Context: an optimization exercise on an open-source flow, tuned for small area, a short achievable clock period and few clock cycles per item. The choices shown serve that exercise and are no tape-out recipe. The RTL of this run was laid out without a check of its function. Power is estimated from default activity; no workload was simulated.

==> flow/design.v <==
module multiplier_iterative(
    input clk,
    input logic valid_in,
    input logic[31:0] a,
    input logic[31:0] b,
    output logic valid_out,
    output logic[63:0] r
);
    logic [31:0] mc;                    
    logic [2:0] n;                      
    logic [63:0] x;                     
    logic [14:0] p;                     
    wire [3:0] ga = {|a[31:25], |a[31:17], |a[31:9], |a[31:1]};
    wire [3:0] gb = {|b[31:25], |b[31:17], |b[31:9], |b[31:1]};
    wire [3:0] ha = {|a[31:24], |a[31:16], |a[31:8], |a[31:0]};
    wire [3:0] hb = {|b[31:24], |b[31:16], |b[31:8], |b[31:0]};
    wire la = |(ha & ~ga);              
    wire lb = |(hb & ~gb);
    wire swap = |(ga & ~gb);            
    wire [3:0] gm = ga & gb;
    wire [31:0] mp = swap ? b : a;
    wire [31:0] mcs = swap ? a : b;
    wire lm = swap ? lb : la;
    logic [63:0] start;
    always @(*) begin
        if (gm[3])      start = {mp, 32'd0};
        else if (gm[2]) start = {mp[23:0], 40'd0};
        else if (gm[1]) start = {mp[15:0], 48'd0};
        else if (gm[0]) start = {mp[7:0], 56'd0};
        else            start = 64'd0;
        if (lm) start[31:0] = mcs;
    end
    wire [2:0] nm = {1'b0, gm[0]} + {1'b0, gm[1]} + {1'b0, gm[2]} + {1'b0, gm[3]};
    wire [31:0] pp0 = x[56] ? mc : 32'd0;
    wire [31:0] pp1 = x[57] ? mc : 32'd0;
    wire [31:0] pp2 = x[58] ? mc : 32'd0;
    wire [31:0] pp3 = x[59] ? mc : 32'd0;
    wire [31:0] pp4 = x[60] ? mc : 32'd0;
    wire [31:0] pp5 = x[61] ? mc : 32'd0;
    wire [31:0] pp6 = x[62] ? mc : 32'd0;
    wire [31:0] pp7 = x[63] ? mc : 32'd0;
    wire hs0 = pp0[6] ^ pp1[5];
    wire hc0 = pp0[6] & pp1[5];
    wire fs0 = pp0[7] ^ pp1[6] ^ pp2[5];
    wire fc0 = (pp0[7] & pp1[6]) | (pp0[7] & pp2[5]) | (pp1[6] & pp2[5]);
    wire hs1 = pp3[4] ^ pp4[3];
    wire hc1 = pp3[4] & pp4[3];
    wire fs1 = x[0] ^ pp0[8] ^ pp1[7];
    wire fc1 = (x[0] & pp0[8]) | (x[0] & pp1[7]) | (pp0[8] & pp1[7]);
    wire fs2 = pp2[6] ^ pp3[5] ^ pp4[4];
    wire fc2 = (pp2[6] & pp3[5]) | (pp2[6] & pp4[4]) | (pp3[5] & pp4[4]);
    wire hs2 = pp5[3] ^ pp6[2];
    wire hc2 = pp5[3] & pp6[2];
    wire fs3 = x[1] ^ pp0[9] ^ pp1[8];
    wire fc3 = (x[1] & pp0[9]) | (x[1] & pp1[8]) | (pp0[9] & pp1[8]);
    wire fs4 = pp2[7] ^ pp3[6] ^ pp4[5];
    wire fc4 = (pp2[7] & pp3[6]) | (pp2[7] & pp4[5]) | (pp3[6] & pp4[5]);
    wire fs5 = pp5[4] ^ pp6[3] ^ pp7[2];
    wire fc5 = (pp5[4] & pp6[3]) | (pp5[4] & pp7[2]) | (pp6[3] & pp7[2]);
    wire fs6 = x[2] ^ pp0[10] ^ pp1[9];
    wire fc6 = (x[2] & pp0[10]) | (x[2] & pp1[9]) | (pp0[10] & pp1[9]);
    wire fs7 = pp2[8] ^ pp3[7] ^ pp4[6];
    wire fc7 = (pp2[8] & pp3[7]) | (pp2[8] & pp4[6]) | (pp3[7] & pp4[6]);
    wire fs8 = pp5[5] ^ pp6[4] ^ pp7[3];
    wire fc8 = (pp5[5] & pp6[4]) | (pp5[5] & pp7[3]) | (pp6[4] & pp7[3]);
    wire fs9 = x[3] ^ pp0[11] ^ pp1[10];
    wire fc9 = (x[3] & pp0[11]) | (x[3] & pp1[10]) | (pp0[11] & pp1[10]);
    wire fs10 = pp2[9] ^ pp3[8] ^ pp4[7];
    wire fc10 = (pp2[9] & pp3[8]) | (pp2[9] & pp4[7]) | (pp3[8] & pp4[7]);
    wire fs11 = pp5[6] ^ pp6[5] ^ pp7[4];
    wire fc11 = (pp5[6] & pp6[5]) | (pp5[6] & pp7[4]) | (pp6[5] & pp7[4]);
    wire fs12 = x[4] ^ pp0[12] ^ pp1[11];
    wire fc12 = (x[4] & pp0[12]) | (x[4] & pp1[11]) | (pp0[12] & pp1[11]);
    wire fs13 = pp2[10] ^ pp3[9] ^ pp4[8];
    wire fc13 = (pp2[10] & pp3[9]) | (pp2[10] & pp4[8]) | (pp3[9] & pp4[8]);
    wire fs14 = pp5[7] ^ pp6[6] ^ pp7[5];
    wire fc14 = (pp5[7] & pp6[6]) | (pp5[7] & pp7[5]) | (pp6[6] & pp7[5]);
    wire fs15 = x[5] ^ pp0[13] ^ pp1[12];
    wire fc15 = (x[5] & pp0[13]) | (x[5] & pp1[12]) | (pp0[13] & pp1[12]);
    wire fs16 = pp2[11] ^ pp3[10] ^ pp4[9];
    wire fc16 = (pp2[11] & pp3[10]) | (pp2[11] & pp4[9]) | (pp3[10] & pp4[9]);
    wire fs17 = pp5[8] ^ pp6[7] ^ pp7[6];
    wire fc17 = (pp5[8] & pp6[7]) | (pp5[8] & pp7[6]) | (pp6[7] & pp7[6]);
    wire fs18 = x[6] ^ pp0[14] ^ pp1[13];
    wire fc18 = (x[6] & pp0[14]) | (x[6] & pp1[13]) | (pp0[14] & pp1[13]);
    wire fs19 = pp2[12] ^ pp3[11] ^ pp4[10];
    wire fc19 = (pp2[12] & pp3[11]) | (pp2[12] & pp4[10]) | (pp3[11] & pp4[10]);
    wire fs20 = pp5[9] ^ pp6[8] ^ pp7[7];
    wire fc20 = (pp5[9] & pp6[8]) | (pp5[9] & pp7[7]) | (pp6[8] & pp7[7]);
    wire fs21 = x[7] ^ pp0[15] ^ pp1[14];
    wire fc21 = (x[7] & pp0[15]) | (x[7] & pp1[14]) | (pp0[15] & pp1[14]);
    wire fs22 = pp2[13] ^ pp3[12] ^ pp4[11];
    wire fc22 = (pp2[13] & pp3[12]) | (pp2[13] & pp4[11]) | (pp3[12] & pp4[11]);
    wire fs23 = pp5[10] ^ pp6[9] ^ pp7[8];
    wire fc23 = (pp5[10] & pp6[9]) | (pp5[10] & pp7[8]) | (pp6[9] & pp7[8]);
    wire fs24 = x[8] ^ pp0[16] ^ pp1[15];
    wire fc24 = (x[8] & pp0[16]) | (x[8] & pp1[15]) | (pp0[16] & pp1[15]);
    wire fs25 = pp2[14] ^ pp3[13] ^ pp4[12];
    wire fc25 = (pp2[14] & pp3[13]) | (pp2[14] & pp4[12]) | (pp3[13] & pp4[12]);
    wire fs26 = pp5[11] ^ pp6[10] ^ pp7[9];
    wire fc26 = (pp5[11] & pp6[10]) | (pp5[11] & pp7[9]) | (pp6[10] & pp7[9]);
    wire fs27 = x[9] ^ pp0[17] ^ pp1[16];
    wire fc27 = (x[9] & pp0[17]) | (x[9] & pp1[16]) | (pp0[17] & pp1[16]);
    wire fs28 = pp2[15] ^ pp3[14] ^ pp4[13];
    wire fc28 = (pp2[15] & pp3[14]) | (pp2[15] & pp4[13]) | (pp3[14] & pp4[13]);
    wire fs29 = pp5[12] ^ pp6[11] ^ pp7[10];
    wire fc29 = (pp5[12] & pp6[11]) | (pp5[12] & pp7[10]) | (pp6[11] & pp7[10]);
    wire fs30 = x[10] ^ pp0[18] ^ pp1[17];
    wire fc30 = (x[10] & pp0[18]) | (x[10] & pp1[17]) | (pp0[18] & pp1[17]);
    wire fs31 = pp2[16] ^ pp3[15] ^ pp4[14];
    wire fc31 = (pp2[16] & pp3[15]) | (pp2[16] & pp4[14]) | (pp3[15] & pp4[14]);
    wire fs32 = pp5[13] ^ pp6[12] ^ pp7[11];
    wire fc32 = (pp5[13] & pp6[12]) | (pp5[13] & pp7[11]) | (pp6[12] & pp7[11]);
    wire fs33 = x[11] ^ pp0[19] ^ pp1[18];
    wire fc33 = (x[11] & pp0[19]) | (x[11] & pp1[18]) | (pp0[19] & pp1[18]);
    wire fs34 = pp2[17] ^ pp3[16] ^ pp4[15];
    wire fc34 = (pp2[17] & pp3[16]) | (pp2[17] & pp4[15]) | (pp3[16] & pp4[15]);
    wire fs35 = pp5[14] ^ pp6[13] ^ pp7[12];
    wire fc35 = (pp5[14] & pp6[13]) | (pp5[14] & pp7[12]) | (pp6[13] & pp7[12]);
    wire fs36 = x[12] ^ pp0[20] ^ pp1[19];
    wire fc36 = (x[12] & pp0[20]) | (x[12] & pp1[19]) | (pp0[20] & pp1[19]);
    wire fs37 = pp2[18] ^ pp3[17] ^ pp4[16];
    wire fc37 = (pp2[18] & pp3[17]) | (pp2[18] & pp4[16]) | (pp3[17] & pp4[16]);
    wire fs38 = pp5[15] ^ pp6[14] ^ pp7[13];
    wire fc38 = (pp5[15] & pp6[14]) | (pp5[15] & pp7[13]) | (pp6[14] & pp7[13]);
    wire fs39 = x[13] ^ pp0[21] ^ pp1[20];
    wire fc39 = (x[13] & pp0[21]) | (x[13] & pp1[20]) | (pp0[21] & pp1[20]);
    wire fs40 = pp2[19] ^ pp3[18] ^ pp4[17];
    wire fc40 = (pp2[19] & pp3[18]) | (pp2[19] & pp4[17]) | (pp3[18] & pp4[17]);
    wire fs41 = pp5[16] ^ pp6[15] ^ pp7[14];
    wire fc41 = (pp5[16] & pp6[15]) | (pp5[16] & pp7[14]) | (pp6[15] & pp7[14]);
    wire fs42 = x[14] ^ pp0[22] ^ pp1[21];
    wire fc42 = (x[14] & pp0[22]) | (x[14] & pp1[21]) | (pp0[22] & pp1[21]);
    wire fs43 = pp2[20] ^ pp3[19] ^ pp4[18];
    wire fc43 = (pp2[20] & pp3[19]) | (pp2[20] & pp4[18]) | (pp3[19] & pp4[18]);
    wire fs44 = pp5[17] ^ pp6[16] ^ pp7[15];
    wire fc44 = (pp5[17] & pp6[16]) | (pp5[17] & pp7[15]) | (pp6[16] & pp7[15]);
    wire fs45 = x[15] ^ pp0[23] ^ pp1[22];
    wire fc45 = (x[15] & pp0[23]) | (x[15] & pp1[22]) | (pp0[23] & pp1[22]);
    wire fs46 = pp2[21] ^ pp3[20] ^ pp4[19];
    wire fc46 = (pp2[21] & pp3[20]) | (pp2[21] & pp4[19]) | (pp3[20] & pp4[19]);
    wire fs47 = pp5[18] ^ pp6[17] ^ pp7[16];
    wire fc47 = (pp5[18] & pp6[17]) | (pp5[18] & pp7[16]) | (pp6[17] & pp7[16]);
    wire fs48 = x[16] ^ pp0[24] ^ pp1[23];
    wire fc48 = (x[16] & pp0[24]) | (x[16] & pp1[23]) | (pp0[24] & pp1[23]);
    wire fs49 = pp2[22] ^ pp3[21] ^ pp4[20];
    wire fc49 = (pp2[22] & pp3[21]) | (pp2[22] & pp4[20]) | (pp3[21] & pp4[20]);
    wire fs50 = pp5[19] ^ pp6[18] ^ pp7[17];
    wire fc50 = (pp5[19] & pp6[18]) | (pp5[19] & pp7[17]) | (pp6[18] & pp7[17]);
    wire fs51 = x[17] ^ pp0[25] ^ pp1[24];
    wire fc51 = (x[17] & pp0[25]) | (x[17] & pp1[24]) | (pp0[25] & pp1[24]);
    wire fs52 = pp2[23] ^ pp3[22] ^ pp4[21];
    wire fc52 = (pp2[23] & pp3[22]) | (pp2[23] & pp4[21]) | (pp3[22] & pp4[21]);
    wire fs53 = pp5[20] ^ pp6[19] ^ pp7[18];
    wire fc53 = (pp5[20] & pp6[19]) | (pp5[20] & pp7[18]) | (pp6[19] & pp7[18]);
    wire fs54 = x[18] ^ pp0[26] ^ pp1[25];
    wire fc54 = (x[18] & pp0[26]) | (x[18] & pp1[25]) | (pp0[26] & pp1[25]);
    wire fs55 = pp2[24] ^ pp3[23] ^ pp4[22];
    wire fc55 = (pp2[24] & pp3[23]) | (pp2[24] & pp4[22]) | (pp3[23] & pp4[22]);
    wire fs56 = pp5[21] ^ pp6[20] ^ pp7[19];
    wire fc56 = (pp5[21] & pp6[20]) | (pp5[21] & pp7[19]) | (pp6[20] & pp7[19]);
    wire fs57 = x[19] ^ pp0[27] ^ pp1[26];
    wire fc57 = (x[19] & pp0[27]) | (x[19] & pp1[26]) | (pp0[27] & pp1[26]);
    wire fs58 = pp2[25] ^ pp3[24] ^ pp4[23];
    wire fc58 = (pp2[25] & pp3[24]) | (pp2[25] & pp4[23]) | (pp3[24] & pp4[23]);
    wire fs59 = pp5[22] ^ pp6[21] ^ pp7[20];
    wire fc59 = (pp5[22] & pp6[21]) | (pp5[22] & pp7[20]) | (pp6[21] & pp7[20]);
    wire fs60 = x[20] ^ pp0[28] ^ pp1[27];
    wire fc60 = (x[20] & pp0[28]) | (x[20] & pp1[27]) | (pp0[28] & pp1[27]);
    wire fs61 = pp2[26] ^ pp3[25] ^ pp4[24];
    wire fc61 = (pp2[26] & pp3[25]) | (pp2[26] & pp4[24]) | (pp3[25] & pp4[24]);
    wire fs62 = pp5[23] ^ pp6[22] ^ pp7[21];
    wire fc62 = (pp5[23] & pp6[22]) | (pp5[23] & pp7[21]) | (pp6[22] & pp7[21]);
    wire fs63 = x[21] ^ pp0[29] ^ pp1[28];
    wire fc63 = (x[21] & pp0[29]) | (x[21] & pp1[28]) | (pp0[29] & pp1[28]);
    wire fs64 = pp2[27] ^ pp3[26] ^ pp4[25];
    wire fc64 = (pp2[27] & pp3[26]) | (pp2[27] & pp4[25]) | (pp3[26] & pp4[25]);
    wire fs65 = pp5[24] ^ pp6[23] ^ pp7[22];
    wire fc65 = (pp5[24] & pp6[23]) | (pp5[24] & pp7[22]) | (pp6[23] & pp7[22]);
    wire fs66 = x[22] ^ pp0[30] ^ pp1[29];
    wire fc66 = (x[22] & pp0[30]) | (x[22] & pp1[29]) | (pp0[30] & pp1[29]);
    wire fs67 = pp2[28] ^ pp3[27] ^ pp4[26];
    wire fc67 = (pp2[28] & pp3[27]) | (pp2[28] & pp4[26]) | (pp3[27] & pp4[26]);
    wire fs68 = pp5[25] ^ pp6[24] ^ pp7[23];
    wire fc68 = (pp5[25] & pp6[24]) | (pp5[25] & pp7[23]) | (pp6[24] & pp7[23]);
    wire fs69 = x[23] ^ pp0[31] ^ pp1[30];
    wire fc69 = (x[23] & pp0[31]) | (x[23] & pp1[30]) | (pp0[31] & pp1[30]);
    wire fs70 = pp2[29] ^ pp3[28] ^ pp4[27];
    wire fc70 = (pp2[29] & pp3[28]) | (pp2[29] & pp4[27]) | (pp3[28] & pp4[27]);
    wire fs71 = pp5[26] ^ pp6[25] ^ pp7[24];
    wire fc71 = (pp5[26] & pp6[25]) | (pp5[26] & pp7[24]) | (pp6[25] & pp7[24]);
    wire fs72 = x[24] ^ pp1[31] ^ pp2[30];
    wire fc72 = (x[24] & pp1[31]) | (x[24] & pp2[30]) | (pp1[31] & pp2[30]);
    wire fs73 = pp3[29] ^ pp4[28] ^ pp5[27];
    wire fc73 = (pp3[29] & pp4[28]) | (pp3[29] & pp5[27]) | (pp4[28] & pp5[27]);
    wire hs3 = pp6[26] ^ pp7[25];
    wire hc3 = pp6[26] & pp7[25];
    wire fs74 = x[25] ^ pp2[31] ^ pp3[30];
    wire fc74 = (x[25] & pp2[31]) | (x[25] & pp3[30]) | (pp2[31] & pp3[30]);
    wire fs75 = pp4[29] ^ pp5[28] ^ pp6[27];
    wire fc75 = (pp4[29] & pp5[28]) | (pp4[29] & pp6[27]) | (pp5[28] & pp6[27]);
    wire fs76 = x[26] ^ pp3[31] ^ pp4[30];
    wire fc76 = (x[26] & pp3[31]) | (x[26] & pp4[30]) | (pp3[31] & pp4[30]);
    wire hs4 = pp0[4] ^ pp1[3];
    wire hc4 = pp0[4] & pp1[3];
    wire fs77 = pp0[5] ^ pp1[4] ^ pp2[3];
    wire fc77 = (pp0[5] & pp1[4]) | (pp0[5] & pp2[3]) | (pp1[4] & pp2[3]);
    wire hs5 = pp3[2] ^ pp4[1];
    wire hc5 = pp3[2] & pp4[1];
    wire fs78 = hs0 ^ pp2[4] ^ pp3[3];
    wire fc78 = (hs0 & pp2[4]) | (hs0 & pp3[3]) | (pp2[4] & pp3[3]);
    wire fs79 = pp4[2] ^ pp5[1] ^ pp6[0];
    wire fc79 = (pp4[2] & pp5[1]) | (pp4[2] & pp6[0]) | (pp5[1] & pp6[0]);
    wire fs80 = fs0 ^ hs1 ^ pp5[2];
    wire fc80 = (fs0 & hs1) | (fs0 & pp5[2]) | (hs1 & pp5[2]);
    wire fs81 = pp6[1] ^ pp7[0] ^ hc0;
    wire fc81 = (pp6[1] & pp7[0]) | (pp6[1] & hc0) | (pp7[0] & hc0);
    wire fs82 = fs1 ^ fs2 ^ hs2;
    wire fc82 = (fs1 & fs2) | (fs1 & hs2) | (fs2 & hs2);
    wire fs83 = pp7[1] ^ fc0 ^ hc1;
    wire fc83 = (pp7[1] & fc0) | (pp7[1] & hc1) | (fc0 & hc1);
    wire fs84 = fs3 ^ fs4 ^ fs5;
    wire fc84 = (fs3 & fs4) | (fs3 & fs5) | (fs4 & fs5);
    wire fs85 = fc1 ^ fc2 ^ hc2;
    wire fc85 = (fc1 & fc2) | (fc1 & hc2) | (fc2 & hc2);
    wire fs86 = fs6 ^ fs7 ^ fs8;
    wire fc86 = (fs6 & fs7) | (fs6 & fs8) | (fs7 & fs8);
    wire fs87 = fc3 ^ fc4 ^ fc5;
    wire fc87 = (fc3 & fc4) | (fc3 & fc5) | (fc4 & fc5);
    wire fs88 = fs9 ^ fs10 ^ fs11;
    wire fc88 = (fs9 & fs10) | (fs9 & fs11) | (fs10 & fs11);
    wire fs89 = fc6 ^ fc7 ^ fc8;
    wire fc89 = (fc6 & fc7) | (fc6 & fc8) | (fc7 & fc8);
    wire fs90 = fs12 ^ fs13 ^ fs14;
    wire fc90 = (fs12 & fs13) | (fs12 & fs14) | (fs13 & fs14);
    wire fs91 = fc9 ^ fc10 ^ fc11;
    wire fc91 = (fc9 & fc10) | (fc9 & fc11) | (fc10 & fc11);
    wire fs92 = fs15 ^ fs16 ^ fs17;
    wire fc92 = (fs15 & fs16) | (fs15 & fs17) | (fs16 & fs17);
    wire fs93 = fc12 ^ fc13 ^ fc14;
    wire fc93 = (fc12 & fc13) | (fc12 & fc14) | (fc13 & fc14);
    wire fs94 = fs18 ^ fs19 ^ fs20;
    wire fc94 = (fs18 & fs19) | (fs18 & fs20) | (fs19 & fs20);
    wire fs95 = fc15 ^ fc16 ^ fc17;
    wire fc95 = (fc15 & fc16) | (fc15 & fc17) | (fc16 & fc17);
    wire fs96 = fs21 ^ fs22 ^ fs23;
    wire fc96 = (fs21 & fs22) | (fs21 & fs23) | (fs22 & fs23);
    wire fs97 = fc18 ^ fc19 ^ fc20;
    wire fc97 = (fc18 & fc19) | (fc18 & fc20) | (fc19 & fc20);
    wire fs98 = fs24 ^ fs25 ^ fs26;
    wire fc98 = (fs24 & fs25) | (fs24 & fs26) | (fs25 & fs26);
    wire fs99 = fc21 ^ fc22 ^ fc23;
    wire fc99 = (fc21 & fc22) | (fc21 & fc23) | (fc22 & fc23);
    wire fs100 = fs27 ^ fs28 ^ fs29;
    wire fc100 = (fs27 & fs28) | (fs27 & fs29) | (fs28 & fs29);
    wire fs101 = fc24 ^ fc25 ^ fc26;
    wire fc101 = (fc24 & fc25) | (fc24 & fc26) | (fc25 & fc26);
    wire fs102 = fs30 ^ fs31 ^ fs32;
    wire fc102 = (fs30 & fs31) | (fs30 & fs32) | (fs31 & fs32);
    wire fs103 = fc27 ^ fc28 ^ fc29;
    wire fc103 = (fc27 & fc28) | (fc27 & fc29) | (fc28 & fc29);
    wire fs104 = fs33 ^ fs34 ^ fs35;
    wire fc104 = (fs33 & fs34) | (fs33 & fs35) | (fs34 & fs35);
    wire fs105 = fc30 ^ fc31 ^ fc32;
    wire fc105 = (fc30 & fc31) | (fc30 & fc32) | (fc31 & fc32);
    wire fs106 = fs36 ^ fs37 ^ fs38;
    wire fc106 = (fs36 & fs37) | (fs36 & fs38) | (fs37 & fs38);
    wire fs107 = fc33 ^ fc34 ^ fc35;
    wire fc107 = (fc33 & fc34) | (fc33 & fc35) | (fc34 & fc35);
    wire fs108 = fs39 ^ fs40 ^ fs41;
    wire fc108 = (fs39 & fs40) | (fs39 & fs41) | (fs40 & fs41);
    wire fs109 = fc36 ^ fc37 ^ fc38;
    wire fc109 = (fc36 & fc37) | (fc36 & fc38) | (fc37 & fc38);
    wire fs110 = fs42 ^ fs43 ^ fs44;
    wire fc110 = (fs42 & fs43) | (fs42 & fs44) | (fs43 & fs44);
    wire fs111 = fc39 ^ fc40 ^ fc41;
    wire fc111 = (fc39 & fc40) | (fc39 & fc41) | (fc40 & fc41);
    wire fs112 = fs45 ^ fs46 ^ fs47;
    wire fc112 = (fs45 & fs46) | (fs45 & fs47) | (fs46 & fs47);
    wire fs113 = fc42 ^ fc43 ^ fc44;
    wire fc113 = (fc42 & fc43) | (fc42 & fc44) | (fc43 & fc44);
    wire fs114 = fs48 ^ fs49 ^ fs50;
    wire fc114 = (fs48 & fs49) | (fs48 & fs50) | (fs49 & fs50);
    wire fs115 = fc45 ^ fc46 ^ fc47;
    wire fc115 = (fc45 & fc46) | (fc45 & fc47) | (fc46 & fc47);
    wire fs116 = fs51 ^ fs52 ^ fs53;
    wire fc116 = (fs51 & fs52) | (fs51 & fs53) | (fs52 & fs53);
    wire fs117 = fc48 ^ fc49 ^ fc50;
    wire fc117 = (fc48 & fc49) | (fc48 & fc50) | (fc49 & fc50);
    wire fs118 = fs54 ^ fs55 ^ fs56;
    wire fc118 = (fs54 & fs55) | (fs54 & fs56) | (fs55 & fs56);
    wire fs119 = fc51 ^ fc52 ^ fc53;
    wire fc119 = (fc51 & fc52) | (fc51 & fc53) | (fc52 & fc53);
    wire fs120 = fs57 ^ fs58 ^ fs59;
    wire fc120 = (fs57 & fs58) | (fs57 & fs59) | (fs58 & fs59);
    wire fs121 = fc54 ^ fc55 ^ fc56;
    wire fc121 = (fc54 & fc55) | (fc54 & fc56) | (fc55 & fc56);
    wire fs122 = fs60 ^ fs61 ^ fs62;
    wire fc122 = (fs60 & fs61) | (fs60 & fs62) | (fs61 & fs62);
    wire fs123 = fc57 ^ fc58 ^ fc59;
    wire fc123 = (fc57 & fc58) | (fc57 & fc59) | (fc58 & fc59);
    wire fs124 = fs63 ^ fs64 ^ fs65;
    wire fc124 = (fs63 & fs64) | (fs63 & fs65) | (fs64 & fs65);
    wire fs125 = fc60 ^ fc61 ^ fc62;
    wire fc125 = (fc60 & fc61) | (fc60 & fc62) | (fc61 & fc62);
    wire fs126 = fs66 ^ fs67 ^ fs68;
    wire fc126 = (fs66 & fs67) | (fs66 & fs68) | (fs67 & fs68);
    wire fs127 = fc63 ^ fc64 ^ fc65;
    wire fc127 = (fc63 & fc64) | (fc63 & fc65) | (fc64 & fc65);
    wire fs128 = fs69 ^ fs70 ^ fs71;
    wire fc128 = (fs69 & fs70) | (fs69 & fs71) | (fs70 & fs71);
    wire fs129 = fc66 ^ fc67 ^ fc68;
    wire fc129 = (fc66 & fc67) | (fc66 & fc68) | (fc67 & fc68);
    wire fs130 = fs72 ^ fs73 ^ hs3;
    wire fc130 = (fs72 & fs73) | (fs72 & hs3) | (fs73 & hs3);
    wire fs131 = fc69 ^ fc70 ^ fc71;
    wire fc131 = (fc69 & fc70) | (fc69 & fc71) | (fc70 & fc71);
    wire fs132 = fs74 ^ fs75 ^ pp7[26];
    wire fc132 = (fs74 & fs75) | (fs74 & pp7[26]) | (fs75 & pp7[26]);
    wire fs133 = fc72 ^ fc73 ^ hc3;
    wire fc133 = (fc72 & fc73) | (fc72 & hc3) | (fc73 & hc3);
    wire fs134 = fs76 ^ pp5[29] ^ pp6[28];
    wire fc134 = (fs76 & pp5[29]) | (fs76 & pp6[28]) | (pp5[29] & pp6[28]);
    wire fs135 = pp7[27] ^ fc74 ^ fc75;
    wire fc135 = (pp7[27] & fc74) | (pp7[27] & fc75) | (fc74 & fc75);
    wire fs136 = x[27] ^ pp4[31] ^ pp5[30];
    wire fc136 = (x[27] & pp4[31]) | (x[27] & pp5[30]) | (pp4[31] & pp5[30]);
    wire fs137 = pp6[29] ^ pp7[28] ^ fc76;
    wire fc137 = (pp6[29] & pp7[28]) | (pp6[29] & fc76) | (pp7[28] & fc76);
    wire fs138 = x[28] ^ pp5[31] ^ pp6[30];
    wire fc138 = (x[28] & pp5[31]) | (x[28] & pp6[30]) | (pp5[31] & pp6[30]);
    wire hs6 = pp0[3] ^ pp1[2];
    wire hc6 = pp0[3] & pp1[2];
    wire fs139 = hs4 ^ pp2[2] ^ pp3[1];
    wire fc139 = (hs4 & pp2[2]) | (hs4 & pp3[1]) | (pp2[2] & pp3[1]);
    wire fs140 = fs77 ^ hs5 ^ pp5[0];
    wire fc140 = (fs77 & hs5) | (fs77 & pp5[0]) | (hs5 & pp5[0]);
    wire fs141 = fs78 ^ fs79 ^ fc77;
    wire fc141 = (fs78 & fs79) | (fs78 & fc77) | (fs79 & fc77);
    wire fs142 = fs80 ^ fs81 ^ fc78;
    wire fc142 = (fs80 & fs81) | (fs80 & fc78) | (fs81 & fc78);
    wire fs143 = fs82 ^ fs83 ^ fc80;
    wire fc143 = (fs82 & fs83) | (fs82 & fc80) | (fs83 & fc80);
    wire fs144 = fs84 ^ fs85 ^ fc82;
    wire fc144 = (fs84 & fs85) | (fs84 & fc82) | (fs85 & fc82);
    wire fs145 = fs86 ^ fs87 ^ fc84;
    wire fc145 = (fs86 & fs87) | (fs86 & fc84) | (fs87 & fc84);
    wire fs146 = fs88 ^ fs89 ^ fc86;
    wire fc146 = (fs88 & fs89) | (fs88 & fc86) | (fs89 & fc86);
    wire fs147 = fs90 ^ fs91 ^ fc88;
    wire fc147 = (fs90 & fs91) | (fs90 & fc88) | (fs91 & fc88);
    wire fs148 = fs92 ^ fs93 ^ fc90;
    wire fc148 = (fs92 & fs93) | (fs92 & fc90) | (fs93 & fc90);
    wire fs149 = fs94 ^ fs95 ^ fc92;
    wire fc149 = (fs94 & fs95) | (fs94 & fc92) | (fs95 & fc92);
    wire fs150 = fs96 ^ fs97 ^ fc94;
    wire fc150 = (fs96 & fs97) | (fs96 & fc94) | (fs97 & fc94);
    wire fs151 = fs98 ^ fs99 ^ fc96;
    wire fc151 = (fs98 & fs99) | (fs98 & fc96) | (fs99 & fc96);
    wire fs152 = fs100 ^ fs101 ^ fc98;
    wire fc152 = (fs100 & fs101) | (fs100 & fc98) | (fs101 & fc98);
    wire fs153 = fs102 ^ fs103 ^ fc100;
    wire fc153 = (fs102 & fs103) | (fs102 & fc100) | (fs103 & fc100);
    wire fs154 = fs104 ^ fs105 ^ fc102;
    wire fc154 = (fs104 & fs105) | (fs104 & fc102) | (fs105 & fc102);
    wire fs155 = fs106 ^ fs107 ^ fc104;
    wire fc155 = (fs106 & fs107) | (fs106 & fc104) | (fs107 & fc104);
    wire fs156 = fs108 ^ fs109 ^ fc106;
    wire fc156 = (fs108 & fs109) | (fs108 & fc106) | (fs109 & fc106);
    wire fs157 = fs110 ^ fs111 ^ fc108;
    wire fc157 = (fs110 & fs111) | (fs110 & fc108) | (fs111 & fc108);
    wire fs158 = fs112 ^ fs113 ^ fc110;
    wire fc158 = (fs112 & fs113) | (fs112 & fc110) | (fs113 & fc110);
    wire fs159 = fs114 ^ fs115 ^ fc112;
    wire fc159 = (fs114 & fs115) | (fs114 & fc112) | (fs115 & fc112);
    wire fs160 = fs116 ^ fs117 ^ fc114;
    wire fc160 = (fs116 & fs117) | (fs116 & fc114) | (fs117 & fc114);
    wire fs161 = fs118 ^ fs119 ^ fc116;
    wire fc161 = (fs118 & fs119) | (fs118 & fc116) | (fs119 & fc116);
    wire fs162 = fs120 ^ fs121 ^ fc118;
    wire fc162 = (fs120 & fs121) | (fs120 & fc118) | (fs121 & fc118);
    wire fs163 = fs122 ^ fs123 ^ fc120;
    wire fc163 = (fs122 & fs123) | (fs122 & fc120) | (fs123 & fc120);
    wire fs164 = fs124 ^ fs125 ^ fc122;
    wire fc164 = (fs124 & fs125) | (fs124 & fc122) | (fs125 & fc122);
    wire fs165 = fs126 ^ fs127 ^ fc124;
    wire fc165 = (fs126 & fs127) | (fs126 & fc124) | (fs127 & fc124);
    wire fs166 = fs128 ^ fs129 ^ fc126;
    wire fc166 = (fs128 & fs129) | (fs128 & fc126) | (fs129 & fc126);
    wire fs167 = fs130 ^ fs131 ^ fc128;
    wire fc167 = (fs130 & fs131) | (fs130 & fc128) | (fs131 & fc128);
    wire fs168 = fs132 ^ fs133 ^ fc130;
    wire fc168 = (fs132 & fs133) | (fs132 & fc130) | (fs133 & fc130);
    wire fs169 = fs134 ^ fs135 ^ fc132;
    wire fc169 = (fs134 & fs135) | (fs134 & fc132) | (fs135 & fc132);
    wire fs170 = fs136 ^ fs137 ^ fc134;
    wire fc170 = (fs136 & fs137) | (fs136 & fc134) | (fs137 & fc134);
    wire fs171 = fs138 ^ pp7[29] ^ fc136;
    wire fc171 = (fs138 & pp7[29]) | (fs138 & fc136) | (pp7[29] & fc136);
    wire fs172 = x[29] ^ pp6[31] ^ pp7[30];
    wire fc172 = (x[29] & pp6[31]) | (x[29] & pp7[30]) | (pp6[31] & pp7[30]);
    wire hs7 = pp0[2] ^ pp1[1];
    wire hc7 = pp0[2] & pp1[1];
    wire fs173 = hs6 ^ pp2[1] ^ pp3[0];
    wire fc173 = (hs6 & pp2[1]) | (hs6 & pp3[0]) | (pp2[1] & pp3[0]);
    wire fs174 = fs139 ^ pp4[0] ^ hc6;
    wire fc174 = (fs139 & pp4[0]) | (fs139 & hc6) | (pp4[0] & hc6);
    wire fs175 = fs140 ^ hc4 ^ fc139;
    wire fc175 = (fs140 & hc4) | (fs140 & fc139) | (hc4 & fc139);
    wire fs176 = fs141 ^ hc5 ^ fc140;
    wire fc176 = (fs141 & hc5) | (fs141 & fc140) | (hc5 & fc140);
    wire fs177 = fs142 ^ fc79 ^ fc141;
    wire fc177 = (fs142 & fc79) | (fs142 & fc141) | (fc79 & fc141);
    wire fs178 = fs143 ^ fc81 ^ fc142;
    wire fc178 = (fs143 & fc81) | (fs143 & fc142) | (fc81 & fc142);
    wire fs179 = fs144 ^ fc83 ^ fc143;
    wire fc179 = (fs144 & fc83) | (fs144 & fc143) | (fc83 & fc143);
    wire fs180 = fs145 ^ fc85 ^ fc144;
    wire fc180 = (fs145 & fc85) | (fs145 & fc144) | (fc85 & fc144);
    wire fs181 = fs146 ^ fc87 ^ fc145;
    wire fc181 = (fs146 & fc87) | (fs146 & fc145) | (fc87 & fc145);
    wire fs182 = fs147 ^ fc89 ^ fc146;
    wire fc182 = (fs147 & fc89) | (fs147 & fc146) | (fc89 & fc146);
    wire fs183 = fs148 ^ fc91 ^ fc147;
    wire fc183 = (fs148 & fc91) | (fs148 & fc147) | (fc91 & fc147);
    wire fs184 = fs149 ^ fc93 ^ fc148;
    wire fc184 = (fs149 & fc93) | (fs149 & fc148) | (fc93 & fc148);
    wire fs185 = fs150 ^ fc95 ^ fc149;
    wire fc185 = (fs150 & fc95) | (fs150 & fc149) | (fc95 & fc149);
    wire fs186 = fs151 ^ fc97 ^ fc150;
    wire fc186 = (fs151 & fc97) | (fs151 & fc150) | (fc97 & fc150);
    wire fs187 = fs152 ^ fc99 ^ fc151;
    wire fc187 = (fs152 & fc99) | (fs152 & fc151) | (fc99 & fc151);
    wire fs188 = fs153 ^ fc101 ^ fc152;
    wire fc188 = (fs153 & fc101) | (fs153 & fc152) | (fc101 & fc152);
    wire fs189 = fs154 ^ fc103 ^ fc153;
    wire fc189 = (fs154 & fc103) | (fs154 & fc153) | (fc103 & fc153);
    wire fs190 = fs155 ^ fc105 ^ fc154;
    wire fc190 = (fs155 & fc105) | (fs155 & fc154) | (fc105 & fc154);
    wire fs191 = fs156 ^ fc107 ^ fc155;
    wire fc191 = (fs156 & fc107) | (fs156 & fc155) | (fc107 & fc155);
    wire fs192 = fs157 ^ fc109 ^ fc156;
    wire fc192 = (fs157 & fc109) | (fs157 & fc156) | (fc109 & fc156);
    wire fs193 = fs158 ^ fc111 ^ fc157;
    wire fc193 = (fs158 & fc111) | (fs158 & fc157) | (fc111 & fc157);
    wire fs194 = fs159 ^ fc113 ^ fc158;
    wire fc194 = (fs159 & fc113) | (fs159 & fc158) | (fc113 & fc158);
    wire fs195 = fs160 ^ fc115 ^ fc159;
    wire fc195 = (fs160 & fc115) | (fs160 & fc159) | (fc115 & fc159);
    wire fs196 = fs161 ^ fc117 ^ fc160;
    wire fc196 = (fs161 & fc117) | (fs161 & fc160) | (fc117 & fc160);
    wire fs197 = fs162 ^ fc119 ^ fc161;
    wire fc197 = (fs162 & fc119) | (fs162 & fc161) | (fc119 & fc161);
    wire fs198 = fs163 ^ fc121 ^ fc162;
    wire fc198 = (fs163 & fc121) | (fs163 & fc162) | (fc121 & fc162);
    wire fs199 = fs164 ^ fc123 ^ fc163;
    wire fc199 = (fs164 & fc123) | (fs164 & fc163) | (fc123 & fc163);
    wire fs200 = fs165 ^ fc125 ^ fc164;
    wire fc200 = (fs165 & fc125) | (fs165 & fc164) | (fc125 & fc164);
    wire fs201 = fs166 ^ fc127 ^ fc165;
    wire fc201 = (fs166 & fc127) | (fs166 & fc165) | (fc127 & fc165);
    wire fs202 = fs167 ^ fc129 ^ fc166;
    wire fc202 = (fs167 & fc129) | (fs167 & fc166) | (fc129 & fc166);
    wire fs203 = fs168 ^ fc131 ^ fc167;
    wire fc203 = (fs168 & fc131) | (fs168 & fc167) | (fc131 & fc167);
    wire fs204 = fs169 ^ fc133 ^ fc168;
    wire fc204 = (fs169 & fc133) | (fs169 & fc168) | (fc133 & fc168);
    wire fs205 = fs170 ^ fc135 ^ fc169;
    wire fc205 = (fs170 & fc135) | (fs170 & fc169) | (fc135 & fc169);
    wire fs206 = fs171 ^ fc137 ^ fc170;
    wire fc206 = (fs171 & fc137) | (fs171 & fc170) | (fc137 & fc170);
    wire fs207 = fs172 ^ fc138 ^ fc171;
    wire fc207 = (fs172 & fc138) | (fs172 & fc171) | (fc138 & fc171);
    wire fs208 = x[30] ^ pp7[31] ^ fc172;
    wire fc208 = (x[30] & pp7[31]) | (x[30] & fc172) | (pp7[31] & fc172);
    wire [40:0] s = {1'b0, x[31], fs208, fs207, fs206, fs205, fs204, fs203, fs202, fs201, fs200, fs199, fs198, fs197, fs196, fs195, fs194, fs193, fs192, fs191, fs190, fs189, fs188, fs187, fs186, fs185, fs184, fs183, fs182, fs181, fs180, fs179, fs178, fs177, fs176, fs175, fs174, fs173, hs7, pp0[1], pp0[0]};
    wire [40:0] c = {1'b0, fc208, fc207, fc206, fc205, fc204, fc203, fc202, fc201, fc200, fc199, fc198, fc197, fc196, fc195, fc194, fc193, fc192, fc191, fc190, fc189, fc188, fc187, fc186, fc185, fc184, fc183, fc182, fc181, fc180, fc179, fc178, fc177, fc176, fc175, fc174, fc173, hc7, pp2[0], pp1[0], 1'b0};
    function automatic [4:0] add4(input [3:0] u, input [3:0] v, input ci);
        add4 = {1'b0, u} + {1'b0, v} + {4'd0, ci};
    endfunction
    logic [4:0] sg [0:15];
    integer j;
    always @(*) begin
        for (j = 0; j < 10; j = j + 1)
            sg[j] = add4(s[4*j +: 4], c[4*j +: 4], (j >= 3) ? p[j-3] : 1'b0);
        sg[10] = add4(x[35:32], {3'd0, s[40] | c[40]}, p[7]);    
        for (j = 11; j < 16; j = j + 1)
            sg[j] = add4(x[4*j-8 +: 4], 4'd0, p[j-3]);
    end
    logic [63:0] xs;
    logic [14:0] ps;
    logic [63:0] pw;
    always @(*) begin
        for (j = 0; j < 16; j = j + 1) xs[4*j +: 4] = sg[j][3:0];
        for (j = 0; j < 15; j = j + 1) ps[j] = sg[j][4];
        pw = 64'd0;
        for (j = 0; j < 15; j = j + 1) pw[4*j+4] = p[j];
    end
    assign r = x + pw;
    always_ff @(posedge clk) begin
        if (valid_in) begin
            mc <= mcs;
            x <= start;
            p <= 15'd0;
            n <= nm;
            valid_out <= !gm[0];
        end else if (!valid_out) begin
            x <= xs;
            p <= ps;
            n <= n - 1'b1;
            if (n == 3'd1) valid_out <= 1'b1;
        end
    end
endmodule
==> flow/flow/run.sh <==
#!/bin/bash
# Standard layout, with one netlist step between synthesis and floorplan:
# fapol.py flips full adders (a full adder is self-dual) so that fewer
# inverters are needed between them. Registers are not touched.
set -euo pipefail
R=orfs/results/${FLOW_PLATFORM}/multiplier_iterative/base
bash standard.sh synth > synth.log 2>&1
cp "$R/1_2_yosys.v" yosys_netlist.v
python3 flow/fapol.py yosys_netlist.v "$R/1_2_yosys.v" > fapol.log 2>&1
touch "$R/1_2_yosys.v"
rm -f "$R/1_synth.odb" "$R/1_synth.sdc"
bash standard.sh synth > synth_odb.log 2>&1
bash standard.sh > layout.log 2>&1
==> flow/flow/fapol.py <==
#!/usr/bin/env python3
"""Remove inverters between full adders in a mapped sky130 netlist.

A full adder is self-dual: FA(~a, ~b, ~c) = (~sum, ~cout). So each full adder
may be flipped to work on complemented inputs and give complemented outputs.
This picks, for every fa cell, whether to flip it so that as few inverters as
possible are needed, then rewires the netlist. Registers and every other cell
are left as they are; the logic function is unchanged.

usage: fapol.py IN.v OUT.v
"""
import re
import sys

OUT_PINS = {"X", "Y", "Q", "Q_N", "SUM", "COUT", "HI", "LO"}
INV_RE = re.compile(r"^sky130_fd_sc_hd__(inv|clkinv)_\d+$")
FA_RE = re.compile(r"^sky130_fd_sc_hd__fa_\d+$")
CELL_RE = re.compile(r"^\s*(sky130_fd_sc_hd__\w+)\s+(\S+)\s*\((.*?)\);\s*$", re.S | re.M)
PIN_RE = re.compile(r"\.(\w+)\(\s*([^()]*?)\s*\)")


def main(src, dst):
    text = re.sub(r"\(\*.*?\*\)", "", open(src).read())
    m_start = text.index("module ")
    m_end = text.rindex("endmodule")
    body = text[m_start:m_end]

    cells = []   # [type, name, {pin: net}]
    spans = []
    for m in CELL_RE.finditer(body):
        pins = {p: n for p, n in PIN_RE.findall(m.group(3))}
        cells.append([m.group(1), m.group(2), pins])
        spans.append((m.start(), m.end()))
    # text without cells: header, declarations, assigns
    rest = []
    last = 0
    for s, e in spans:
        rest.append(body[last:s])
        last = e
    rest.append(body[last:])
    rest_text = "".join(rest)

    def idents(s):
        return set(re.findall(r"\\\S+|[A-Za-z_][\w$]*(?:\[\d+\])?", s))
    header_end = rest_text.index(";")
    pinned = set()
    for line in rest_text.split(";"):
        ls = line.strip()
        if ls.startswith("assign"):
            pinned |= idents(ls[len("assign"):])
    port_names = set()
    for line in rest_text.split(";"):
        ls = line.strip()
        if ls.startswith("output") or ls.startswith("input"):
            nm = ls.split()[-1]
            port_names.add(nm)
    def is_pinned(net):
        if net in pinned:
            return True
        base = re.sub(r"\[\d+\]$", "", net)
        return base in port_names or net in port_names or base in pinned

    drv = {}
    loads = {}
    for ci, (typ, name, pins) in enumerate(cells):
        for p, n in pins.items():
            if p in OUT_PINS:
                drv[n] = (ci, p)
            else:
                loads.setdefault(n, []).append((ci, p))

    fas = [ci for ci, c in enumerate(cells) if FA_RE.match(c[0])]
    is_inv = [bool(INV_RE.match(c[0])) for c in cells]

    # literal seen at a net: (base net, inverted)
    def literal(net):
        d = drv.get(net)
        if d is not None and is_inv[d[0]] and not is_pinned(net):
            return cells[d[0]][2]["A"], 1
        return net, 0

    # managed base nets: FA outputs and FA input bases
    fa_of_out = {}
    for f in fas:
        for p in ("SUM", "COUT"):
            fa_of_out[cells[f][2][p]] = f
    managed = set(fa_of_out)
    fa_in = {}
    for f in fas:
        lits = {}
        for p in ("A", "B", "CIN"):
            lits[p] = literal(cells[f][2][p])
            managed.add(lits[p][0])
        fa_in[f] = lits

    # removable inverters: driven by a managed net, output not pinned
    removable = set()
    for ci, c in enumerate(cells):
        if is_inv[ci] and c[2]["A"] in managed and not is_pinned(c[2]["Y"]):
            removable.add(ci)

    # consumers of each managed base net: list of (kind, data, need_inv)
    #   kind 'fa': data = (f, pin), need = lit_inv xor p_f
    #   kind 'fix': data = (ci, pin), need fixed
    cons = {n: [] for n in managed}
    for n in managed:
        for ci, p in loads.get(n, []):
            if ci in removable:
                for cj, pj in loads.get(cells[ci][2]["Y"], []):
                    if FA_RE.match(cells[cj][0]) and pj in ("A", "B", "CIN"):
                        cons[n].append(("fa", (cj, pj), 1))
                    else:
                        cons[n].append(("fix", (cj, pj), 1))
            elif FA_RE.match(cells[ci][0]) and p in ("A", "B", "CIN"):
                cons[n].append(("fa", (ci, p), 0))
            else:
                cons[n].append(("fix", (ci, p), 0))
        if is_pinned(n):
            cons[n].append(("pin", None, 0))

    pol = {f: 0 for f in fas}

    # gates that can be swapped for their complement: cell -> (other, extra area)
    FLIP = {"nand2_1": ("and2_1", 2.5), "and2_1": ("nand2_1", -2.5),
            "nor2_1": ("or2_1", 2.5), "or2_1": ("nor2_1", -2.5),
            "xor2_1": ("xnor2_1", 0.0), "xnor2_1": ("xor2_1", 0.0)}
    src_of = {}
    for n in managed:
        d = drv.get(n)
        if d is None or n in fa_of_out or is_pinned(n):
            continue
        short = cells[d[0]][0].replace("sky130_fd_sc_hd__", "")
        if short in FLIP:
            src_of[n] = d[0]
            pol[d[0]] = 0
    gates = sorted(set(src_of.values()))

    def phys(n):
        f = fa_of_out.get(n)
        if f is not None:
            return pol[f]
        g = src_of.get(n)
        return pol[g] if g is not None else 0

    def gate_cost(g):
        short = cells[g][0].replace("sky130_fd_sc_hd__", "")
        return FLIP[short][1] / 3.75 if pol[g] else 0.0

    def need(c):
        kind, data, inv = c
        if kind == "fa":
            return inv ^ pol[data[0]]
        return inv

    def cost(n):
        ph = phys(n)
        if is_pinned(n) and ph:
            return 1000
        return 1 if any(need(c) != ph for c in cons[n] if c[0] != "pin") else 0

    nets_of_fa = {}
    for n in managed:
        for c in cons[n]:
            if c[0] == "fa":
                nets_of_fa.setdefault(c[1][0], set()).add(n)
    for n, f in fa_of_out.items():
        nets_of_fa.setdefault(f, set()).add(n)
    for n, g in src_of.items():
        nets_of_fa.setdefault(g, set()).add(n)
    movers = fas + gates

    def local(v):
        c = sum(cost(n) for n in nets_of_fa.get(v, ()))
        return c + (gate_cost(v) if v in src_of.values() else 0.0)

    before = len(removable)

    def descend():
        improved = True
        rounds = 0
        while improved and rounds < 100:
            improved = False
            rounds += 1
            for f in movers:
                old = local(f)
                pol[f] ^= 1
                new = local(f)
                if new < old - 1e-9:
                    improved = True
                else:
                    pol[f] ^= 1
        return sum(cost(n) for n in managed) + sum(gate_cost(g) for g in gates)

    import math
    import random
    rng = random.Random(1)
    cur = descend()
    best, best_pol = cur, dict(pol)
    temp = 2.0
    steps = 400 * len(movers)
    for it in range(steps):
        f = movers[rng.randrange(len(movers))]
        old = local(f)
        pol[f] ^= 1
        delta = local(f) - old
        if delta <= 0 or rng.random() < math.exp(-delta / temp):
            cur += delta
            if cur < best:
                best, best_pol = cur, dict(pol)
        else:
            pol[f] ^= 1
        temp = max(0.02, 2.0 * (1 - it / steps))
    pol.update(best_pol)
    descend()

    # rebuild connections
    new_cells = []
    inv_net = {}
    counter = [0]

    def inverted(n):
        if n not in inv_net:
            counter[0] += 1
            y = f"fapol_n{counter[0]}"
            inv_net[n] = y
            new_cells.append(["sky130_fd_sc_hd__inv_1", f"fapol_i{counter[0]}", {"A": n, "Y": y}])
        return inv_net[n]

    for n in managed:
        ph = phys(n)
        for c in cons[n]:
            if c[0] == "pin":
                if ph != 0:
                    raise SystemExit("pinned net would change polarity: " + n)
                continue
            want = need(c)
            ci, p = c[1]
            cells[ci][2][p] = n if want == ph else inverted(n)
    # flipped FAs: their inputs were already rewired through need() (which
    # includes pol); outputs keep their net names, now carrying the complement
    for g in gates:
        if pol[g]:
            short = cells[g][0].replace("sky130_fd_sc_hd__", "")
            cells[g][0] = "sky130_fd_sc_hd__" + FLIP[short][0]
            pins = cells[g][2]
            if "X" in pins:
                pins["Y"] = pins.pop("X")
            else:
                pins["X"] = pins.pop("Y")
    kept = [c for ci, c in enumerate(cells) if ci not in removable]
    allc = kept + new_cells

    def fmt(c):
        typ, name, pins = c
        ps = ",\n".join(f"    .{p}({n}{' ' if n.startswith(chr(92)) else ''})" for p, n in pins.items())
        return f"  {typ} {name} (\n{ps}\n  );\n"

    decl = "".join(f"  wire {y};\n" for y in inv_net.values())
    # insert declarations after the module header's first ';'
    hdr = rest_text[: header_end + 1]
    tail = rest_text[header_end + 1:]
    out = text[:m_start] + hdr + "\n" + decl + tail.rstrip() + "\n" + "".join(fmt(c) for c in allc) + text[m_end:]
    open(dst, "w").write(out)
    print(f"fapol: {len(fas)} full adders, {sum(pol[f] for f in fas)} flipped, "
          f"{sum(pol[g] for g in gates)} of {len(gates)} gates swapped; "
          f"inverters on managed nets {before} -> {len(inv_net)}", file=sys.stderr)


if __name__ == "__main__":
    main(sys.argv[1], sys.argv[2])
==> flow/standard.sh <==
#!/bin/bash
# synth_recipe.tcl (not shown) runs the flow's synth.tcl, then flattens the netlist and writes it again
# the make line also repeats each setting of config.mk as NAME=value (left out here)
make -C /OpenROAD-flow-scripts/flow DESIGN_CONFIG=/design/flow/config.mk WORK_HOME=/design/flow/orfs CLKGATE_MAP_FILE= SYNTH_SCRIPT=/design/flow/synth_recipe.tcl "${@:-finish}"
==> flow/config.mk <==
export PLATFORM = sky130hd
export DESIGN_NAME = multiplier_iterative
export DESIGN_NICKNAME = multiplier_iterative
export VERILOG_FILES = /design/flow/design.v
export SDC_FILE = /design/flow/constraint.sdc
export NUM_CORES = 4
export LEC_CHECK = 0
export CAP_MARGIN = 20
export CORE_MARGIN = 2
export CORE_UTILIZATION = 60
export SLEW_MARGIN = 20
==> flow/constraint.sdc <==
create_clock -name core_clock -period 6.0 [get_ports {clk}]
set_input_delay 1.2000 -clock core_clock [delete_from_list [all_inputs] [get_ports {clk}]]
set_output_delay 1.2000 -clock core_clock [all_outputs]
set_load 0.01 [all_outputs]
==> key figures <==
Run status
  • Result of the run: no timing/DRC/antenna violations

Die
  • Starting utilization of the core area: 61.3%
  • Count of pins on the block boundary: 131
  • Chip width: 162 um
  • DIE AREA: 26200 um2
  • Number of standard-cell rows in the floorplan: 57
  • Core Area: 24400 um2
  • Vertical die dimension: 162 um

Place
  • Pre-CTS setup slack: 1110 ps
  • Total half-perimeter wirelength after legalization and detailed placement: 36100 um
  • Last weighted congestion value of the routability-driven placer: 1.00
  • Count of input and output buffers: 130

STA
  • Transition time of the tightest slew-check pin: 911 ps
  • Number of endpoints with negative hold slack in the final report: 0
  • Highest clock frequency the design can meet: 182 MHz
  • Unrepaired setup endpoints after global routing: no
  • Post-layout minimum cycle time: 5490 ps
  • Worst-case clock skew: 17.9 ps
  • Max-Slew Margin vs Limit: 38.6%
  • Number of failing setup endpoints in the final timing report: 0
  • Setup TNS after final layout: 0 ps
  • Final clock period utilization by the worst path: 91.4%
  • Slew Viols, Final: 0
  • Minimum setup slack in the final design: 514 ps

CTS
  • Quantity of gates resized following cts: 0
  • Deepest level of the CTS H-tree: 4
  • TritonCTS buffer count: 17
  • TritonCTS clock tree: done
  • Count of hold buffers inserted by post-cts repair: 0
  • Clk Tree Root Cell: sky130_fd_sc_hd__clkbuf_16
  • Maximum number of buffers from clock root to sink: 2
  • Count of buffers added by post-CTS timing repair for setup: 0
  • Clock transition at path regs: 60 ps
  • Number of sinks on the clock net: 115
  • Worst-Skew Late Latency: 430 ps

Setup path
  • Reg2Reg Setup Slack: 1200 ps
  • Type of the setup path with the least slack: flip-flop to output port
  • Standard cell with the maximum stage delay on the critical path: sky130_fd_sc_hd__clkdlybuf4s50_1
  • R2r worst-path depth: 11
  • Cell Chain, Critical Path: ha_1, ha_1, a41o_1, a31oi_1, o21ai_0, and4_1, o31ai_1, nand3_1, o211ai_1, clkdlybuf4s50_1
  • Largest fanout of any net on the critical path: 5
  • Arrival @ worst endpoint: 4290 ps
  • Endpoint required time on the critical path: 4800 ps
  • Largest delay contributor family on the critical path: compound AO/OA/AOI/OAI gates
  • Count of buffering cells on the critical path with inverters included: 1
  • Worst setup EP type: output port
  • Critical Path Max Stage Delay: 570 ps
  • Number of cells on the critical path: 10
  • Endpoint of the worst-slack reg-to-reg timing path: x[34]
  • Worst setup path end: r[62]
  • Type of origin of the critical path: flip-flop
  • First element of the critical path: x[4]
  • Worst path most repeated cell: sky130_fd_sc_hd__ha_1
  • Launch instance of the worst register-to-register path: x[62]

Job
  • Number of max-capacitance violations reported: 0

Layout
  • Net count reported at finish: 1965
  • Most frequent cells in the layout: 244 x sky130_fd_sc_hd__nand2_1, 227 x sky130_fd_sc_hd__fa_1, 142 x sky130_fd_sc_hd__and2_1
  • Leading cell type in the layout, fill and taps excluded: sky130_fd_sc_hd__nand2_1
  • Util after Layout: 70.0%
  • FILL cells: 1877
  • Synth-to-Final Area Change: 14.1%
  • Ant diodes: 0
  • Layout cells sized above 1: 4.20%

Logic synthesis
  • Synthesized Nets: 1875
  • Gate count after technology mapping: 1516
  • Yosys warnings: 2
  • Post-synthesis cell area: 15000 um2
  • Post-synthesis area per instance: 9.87 um2

Detailed routing
  • Via density: 6.45
  • Wire length reported by the detailed router: 47900 um
  • Number of iterations in the first detailed-routing pass: 6
  • DRC errors left: 0
  • Initial drt markers: 1389
  • Routed wire per std cell: 24.7 um
  • Total via count in the routed design: 12500
  • Routed Antenna Nets: 0

Global route
  • Pin count of the biggest net entering global routing: 55
  • First-pass GRT wire length: 74600 um
  • Via count of the first global-routing pass: 13000
  • Antenna violations before repair: 0
  • Remaining global-route overflow: 0
  • All-layer global routing usage: 38.0%

Power and ir drop
  • Worst-case vdd ir drop: 0.646 mV
  • P_int: 0.00650 W
  • Sequential power share: 13.7%
  • Switching share of total power: 47.4%
  • Power density over the cells: 724 nW/um2
  • Share of total power in the clock network: 8.1%
  • Leak Pwr: 7.10 nW
  • Switching pwr: 0.00586 W
  • Combinational group share of total power: 78.2%

Min path
  • Worst hold path type: flip-flop to flip-flop
[per-layer routing]
layer | global-route usage, % | routed length (um) | up-vias
li1 | - | - | 5337
met1 | 53.9 | 19300 | 6177
met2 | 59.0 | 21700 | 875
met3 | 7.07 | 5190 | 134
met4 | 13.6 | 1800 | 0
met5 | 0 | 0 | -
[flip-flops by register name, indices dropped and copies added (netlist names)]
register / cells
mc: 32
x: 64
n: 3
valid_out: 1
p: 15
[through the flow]
| stage | hold WS [ps] | total power [W] | std cells | cell area (um2) |
|---|---|---|---|---|
| 2_1_floorplan | 455 | 0.00822 | 1516 | 15000 |
| 3_3_place_gp | 478 | 0.0110 | 1911 | 16500 |
| 3_5_place_dp | 485 | 0.0111 | 1911 | 16500 |
| 4_1_cts | 497 | 0.0123 | 1943 | 17100 |
| 5_1_grt | 519 | 0.0135 | 1943 | 17100 |
| 6_report | 497 | 0.0124 | 1943 | 17100 |
[worst min-delay path by stage]
stage                     cells past startpoint     to  start  slack [ps]
after floorplan                               2   p[7]   p[7]         450
after global placement                        2  p[13]  p[13]         480
after detailed placement                      2  p[13]  p[13]         490
after CTS                                     2  p[13]  p[13]         500
after global routing                          2  p[13]  p[13]         520
final                                         2  p[13]  p[13]         500
[layout make-up]
class,instances,area (um2),share of cell area [%]
clock buffers,21,450,2.64
clock inverters,11,113,0.659
inverters,103,387,2.26
multi-input cells,1220,11000,64.1
flip-flops and latches,115,3290,19.3
well taps,324,405,2.37
repair buffers,149,1480,8.66
[power groups by stage]
stage               Sequential [W]  Clock, W  Combinational (W)
global placement           0.00169         0            0.00929
detailed placement         0.00169         0            0.00942
floorplan                  0.00152         0            0.00670
global route               0.00171   0.00103             0.0108
CTS                        0.00168  0.000996            0.00959
finish                     0.00169  0.000998            0.00967
[worst min-delay path, cell delays in order, from the launching register on]
cell and delay [ps]:
sky130_fd_sc_hd__dfxtp_1 330, sky130_fd_sc_hd__a21oi_1 70, sky130_fd_sc_hd__nor2_1 70

==> port drivers added, routing unchanged <==
In the flow no input, the clock included, has a driving cell. The finished layout below was timed again as built, in two steps. Step 1 (the two cells are an assumption about what drives the block):
set clk [get_ports {clk}]
set_driving_cell -lib_cell sky130_fd_sc_hd__clkbuf_16 $clk
set_driving_cell -lib_cell sky130_fd_sc_hd__buf_2 [delete_from_list [all_inputs] $clk]
Step 2, shift: input delay + t, output delay - t, t = (earliest + latest rising clock arrival at the registers) / 2. This alone moves slack from input paths to output paths. a / b / c = ideal ports / drivers / drivers and shift; a / b = the first two.
t, ns: 0.464
setup slack, ns: 0.514 / 0.467 / 0.931
worst setup path at the end: register to output
slew at the worst register clock pin (ns): 0.06 / 0.06
worst slew at a driven data input, ns: 0.04
After both steps this run still meets setup and hold. For this run, drivers alone change the setup slack by -0.047 ns; drivers and shift together by +0.417 ns.
